From an optimization exercise on the open Yosys and OpenROAD flow, aimed at small area; shortcuts taken in it are not production practice.
The RTL was checked by simulation tests, not by an equivalence proof against the original design.
Power and IR drop assume default switching activity.

## lab05
module lab05(clk, rst, money_5, money_10, cancel, check, count_down, LED, DIGIT, DISPLAY);
    input clk;
    input rst;
    input money_5;
    input money_10;
    input cancel;
    input check;
    input count_down;
    output [15:0] LED;
    output [3:0] DIGIT;
    output [6:0] DISPLAY;
    function [12:0] inc13(input [12:0] x);
        integer i;
        reg c;
        begin
            c = 1'b1;
            for (i = 0; i < 13; i = i + 1) begin
                inc13[i] = x[i] ^ c;
                c = c & x[i];
            end
        end
    endfunction
    function [3:0] inc4(input [3:0] x);
        inc4 = {x[3] ^ (&x[2:0]), x[2] ^ (&x[1:0]), x[1] ^ x[0], ~x[0]};
    endfunction
    function [3:0] dec4(input [3:0] x);
        dec4 = {x[3] ^ ~(|x[2:0]), x[2] ^ ~(|x[1:0]), x[1] ^ ~x[0], ~x[0]};
    endfunction
    function [3:0] sub5(input [3:0] x);
        reg c2;
        begin
            c2 = x[1] | x[0];
            sub5 = {~(x[3] ^ (x[2] & c2)), x[2] ^ c2, ~(x[1] ^ x[0]), ~x[0]};
        end
    endfunction
    wire tick_disp, tick_in, tick_fsm;
    wire [1:0] pos;
    ClockDivider timebase(clk, rst, tick_disp, tick_in, tick_fsm, pos);
    wire m5, m10, can, chk, cnt;
    debounce d_m5(m5, money_5, clk, rst, tick_in);
    debounce d_m10(m10, money_10, clk, rst, tick_in);
    debounce d_can(can, cancel, clk, rst, tick_in);
    debounce d_chk(chk, check, clk, rst, tick_in);
    debounce d_cnt(cnt, count_down, clk, rst, tick_in);
    localparam INIT = 3'b000, DEP = 3'b011, AMT = 3'b001, REL = 3'b111,
               CHJ = 3'b100, CHG = 3'b110;
    reg [2:0] state, next_state;
    reg [3:0] R1, R2, next_R1, next_R2;
    reg h, next_h;
  ...
For scale: about 340 cells after synthesis, ~53 flip-flops, roughly 34 I/O pins, ~2800 um^2 of cells after synthesis.
Settings: LEC_CHECK=0, CAP_MARGIN=20, CORE_MARGIN=2, CORE_UTILIZATION=40, CTS_BUF_LIST=sky130_fd_sc_hd__clkbuf_4 sky130_fd_sc_hd__clkbuf_8, CTS_CLUSTER_SIZE=40, SLEW_MARGIN=20; clock period 10.0 ns.
standard.sh (not shown) runs the stock make flow with config.mk's settings and CLKGATE_MAP_FILE= SYNTH_SCRIPT=/design/flow/synth_recipe.tcl, a recipe that flattens the netlist after the stock synthesis.
==> flow/flow/run.sh <==
#!/bin/bash
# Own layout flow: the standard layout (standard.sh), except that
#  - synthesis maps logic with stronger ABC scripts, keeping the smallest result
#    (flow/synth.tcl, flow/abc*.script)
#    and leaves adders to ABC instead of extracting half/full adder cells;
#  - port buffers are buf_1 cells;
#  - the constant outputs share one tie cell.
# The full make output goes to flow.log in the work folder.
set -euo pipefail
W=$(pwd)
bash standard.sh finish \
  "SYNTH_SCRIPT=$W/flow/synth.tcl" \
  "ADDER_MAP_FILE=" \
  "SKIP_REPAIR_TIE_FANOUT=1" \
  "BUFFER_PORTS_ARGS=-buffer_cell sky130_fd_sc_hd__buf_1" > "$W/flow.log" 2>&1
==> flow/flow/abc1.script <==
strash
&get -n
&deepsyn -T 20 -S 1
&dch -f
&nf -R 1000
&put
topo
==> flow/flow/abc2.script <==
strash
&get -n
&deepsyn -T 20 -S 2
&dch -f
&nf -R 1000
&put
topo
==> flow/flow/abc3.script <==
strash
&get -n
&deepsyn -T 20 -S 3
&dch -f
&nf -R 1000
&put
topo
==> flow/flow/abc4.script <==
strash
&get -n
&deepsyn -T 20 -S 4
&dch -f
&nf -R 1000
&put
topo
==> flow/flow/synth.tcl <==
# The standard synthesis script (synth_recipe.tcl), with one change: ABC
# maps the logic with each of the scripts abc*.script beside this file, and
# the mapping with the smallest cell area is kept. Registers are mapped
# before ABC runs, so they are the standard ones.
set own_dir [file dirname [file normalize [info script]]]
set own_abc_scripts [lsort [glob -directory $own_dir abc*.script]]
proc synth {args} { yosys synth -nofsm -noshare {*}$args }
proc own_area {} {
  set s [tee -q -s result.string stat -liberty [lindex $::env(LIB_FILES) 0]]
  if { [regexp {Chip area for module '[^']*': ([0-9.]+)} $s -> a] } { return $a }
  return 1e30
}
proc abc {args} {
  set i [lsearch -exact $args -script]
  if { $i < 0 } { yosys abc {*}$args; return }
  yosys design -save own_pre_abc
  set best 1e30
  foreach s $::own_abc_scripts {
    yosys design -load own_pre_abc
    lset args [expr {$i + 1}] $s
    yosys abc {*}$args
    set a [own_area]
    puts "OWN_ABC [file tail $s] area $a"
    if { $a < $best } {
      set best $a
      yosys design -save own_best_abc
    }
  }
  yosys design -load own_best_abc
  puts "OWN_ABC kept area $best"
}
source $::env(SCRIPTS_DIR)/synth.tcl
# left out here: clear keep_hierarchy, flatten, clean up, hide names made inside functions, write 1_2_yosys.v
The starting point produced a clean layout.
==> next run, changes <==
==> flow/flow/abc12.script (new file) <==
strash
&get -n
&deepsyn -T 20 -S 12
&dch -f
&nf -R 1000
&put
topo
==> flow/flow/abc7.script (new file) <==
strash
&get -n
&deepsyn -T 20 -S 7
&dch -f
&nf -R 1000
&put
topo
Outcome:
- clock skew is unchanged
- flip-flop and latch count is unchanged
- power does not change
- wire length does not change
- cell count stays the same
- hold slack stays the same
- synthesized area stays the same
- combinational power stays flat
- maximum frequency stays the same

========
## oak
lab05 again, from the RTL that the note above started with.
==> flow/config.mk <==
export PLATFORM = sky130hd
export DESIGN_NAME = lab05
export DESIGN_NICKNAME = lab05
export VERILOG_FILES = /design/flow/design.v
export SDC_FILE = /design/flow/constraint.sdc
export NUM_CORES = 4
export LEC_CHECK = 0
export CAP_MARGIN = 0
export CORE_MARGIN = 2
export CORE_UTILIZATION = 40
export CTS_BUF_LIST = sky130_fd_sc_hd__clkbuf_4 sky130_fd_sc_hd__clkbuf_8
export CTS_CLUSTER_SIZE = 40
export SLEW_MARGIN = 0
==> flow/constraint.sdc <==
create_clock -name core_clock -period 10.0 [get_ports {clk}]
set_input_delay 2.0000 -clock core_clock [delete_from_list [all_inputs] [get_ports {clk}]]
set_output_delay 2.0000 -clock core_clock [all_outputs]
set_load 0.01 [all_outputs]
Scripts as last shown in full above: flow/flow/run.sh, flow/flow/abc1.script, flow/flow/abc2.script, flow/flow/abc3.script, flow/flow/abc4.script, flow/flow/synth.tcl
Looking at the reports, oak completed the entire flow and the layout it produced met the timing, design-rule and antenna checks.
Relative to oak, the following input files were edited for pine:
- SLEW_MARGIN changed from 0 to 20
- CTS_BUF_LIST changed from sky130_fd_sc_hd__clkbuf_4 sky130_fd_sc_hd__clkbuf_8 to sky130_fd_sc_hd__clkbuf_8
- CTS_CLUSTER_SIZE changed from 40 to 30
- CTS_CLUSTER_DIAMETER newly set to 100
- CAP_MARGIN changed from 0 to 20
## What came out
pine vs. oak: final wirelength went down by 120 um.
Comparing oak with pine, the final hold slack came out essentially unchanged.
oak has a higher wire length of the first global-routing pass than pine.
## Diff of input files: birch against pine
- CTS_CLUSTER_SIZE now 60, was 30
- CTS_BUF_LIST now sky130_fd_sc_hd__clkbuf_16, was sky130_fd_sc_hd__clkbuf_8
- CTS_CLUSTER_DIAMETER now 200, was 100
Findings:
Diff pine -> birch: power density normalized to cell area shows an increase of 13%, delay of the slowest cell on the worst path flat. pine → birch: maximum frequency moved up; via count level; fraction of power consumed by the clock network moved up; sum of routed wire segments on met1 moved up; area overhead of the layout relative to synthesis moved up. Diff pine -> birch: number of H-tree branching levels roughly the same; total power of the final layout higher; clock period minus final worst setup slack fell 19 ps.
diff inputs: birch => maple
- a change of CTS_CLUSTER_SIZE from 60 to 40
- a deleted CTS_CLUSTER_DIAMETER that had been 200
- a change of CTS_BUF_LIST from sky130_fd_sc_hd__clkbuf_16 to sky130_fd_sc_hd__clkbuf_4 sky130_fd_sc_hd__clkbuf_8
-- flow/flow/run.sh --
<<< birch, line 3
#  - synthesis maps logic with stronger ABC scripts, keeping the smallest result
#    (flow/synth.tcl, flow/abc*.script)
>>> maple, line 3
#  - synthesis maps logic with a stronger ABC script (flow/synth.tcl, flow/abc.script)
==> flow/flow/abc.script (new file) <==
strash
&get -n
&deepsyn -T 30
&dch -f
&nf -R 1000
&put
topo
==> flow/flow/synth.tcl <==
# The standard synthesis script (synth_recipe.tcl), with one change: ABC
# maps the logic with the script abc.script beside this file instead of
# ORFS's. Registers are mapped before ABC runs, so they are the standard ones.
set own_abc_script [file join [file dirname [file normalize [info script]]] abc.script]
proc synth {args} { yosys synth -nofsm -noshare {*}$args }
proc abc {args} {
  set i [lsearch -exact $args -script]
  if { $i >= 0 } { lset args [expr {$i + 1}] $::own_abc_script }
  yosys abc {*}$args
}
source $::env(SCRIPTS_DIR)/synth.tcl
# left out here: clear keep_hierarchy, flatten, clean up, hide names made inside functions, write 1_2_yosys.v
removed: flow/flow/abc1.script
removed: flow/flow/abc2.script
removed: flow/flow/abc3.script
removed: flow/flow/abc4.script
--- outcome ---
Changes observed in maple relative to birch: number of non-clock inverters in the layout fell by 2, synthesized area roughly the same, share of flip-flops with an asynchronous set or reset did not really move.
maple: no failed stages, no open violations at the end
Number of distinct library cell variants in the gate-level netlist after synthesis (higher): maple
Relative to maple, the following input files were edited for cedar:
- removing CTS_CLUSTER_SIZE (formerly 40)
- removing CTS_BUF_LIST (formerly sky130_fd_sc_hd__clkbuf_4 sky130_fd_sc_hd__clkbuf_8)
==> comparison <==
Every run (cedar and maple) finished clean. NOTE: post-route cell area in cedar exceeds that of maple. Looking at setup slack across both flows, cedar is the stronger of the two, with maple trailing. Floorplan row count: maple vs cedar identical.

## what the ideal ports hide
The flow's constraints put no driver on any port. The routed layouts listed below were extracted and timed again, unchanged, in two steps. Step 1 (the two cells are an assumption about what drives the block):
set clk [get_ports {clk}]
set_driving_cell -lib_cell sky130_fd_sc_hd__clkbuf_16 $clk
set_driving_cell -lib_cell sky130_fd_sc_hd__buf_2 [delete_from_list [all_inputs] $clk]
Step 2 moves the port delays by t, midway between the first and last clock arrival at a register: inputs arrive t later, outputs are due t later. That takes back most of the time a late clock gives input paths. Slacks: ideal ports / drivers / drivers and shift; pairs: ideal ports / drivers.
run	t (ns)	setup WS [ns]	worst setup path at the end	worst register clock-pin slew, ns	pins driven straight from the clock port
the first run of note 1	0.327	6.397 / 6.367 / 6.517	register to register	0.10 / 0.10	1
the second run of note 1	0.327	6.397 / 6.367 / 6.517	register to register	0.10 / 0.10	1
oak	0.332	6.399 / 6.371 / 6.462	register to register	0.10 / 0.10	1
pine	0.327	6.399 / 6.369 / 6.517	register to register	0.10 / 0.10	1
birch	0.319	6.418 / 6.387 / 6.546	register to register	0.07 / 0.07	1
maple	0.341	6.131 / 6.099 / 6.440	register to output	0.10 / 0.10	1
cedar	0.331	6.335 / 6.307 / 6.637	register to output	0.10 / 0.10	1
After both steps every run listed still meets setup and hold.
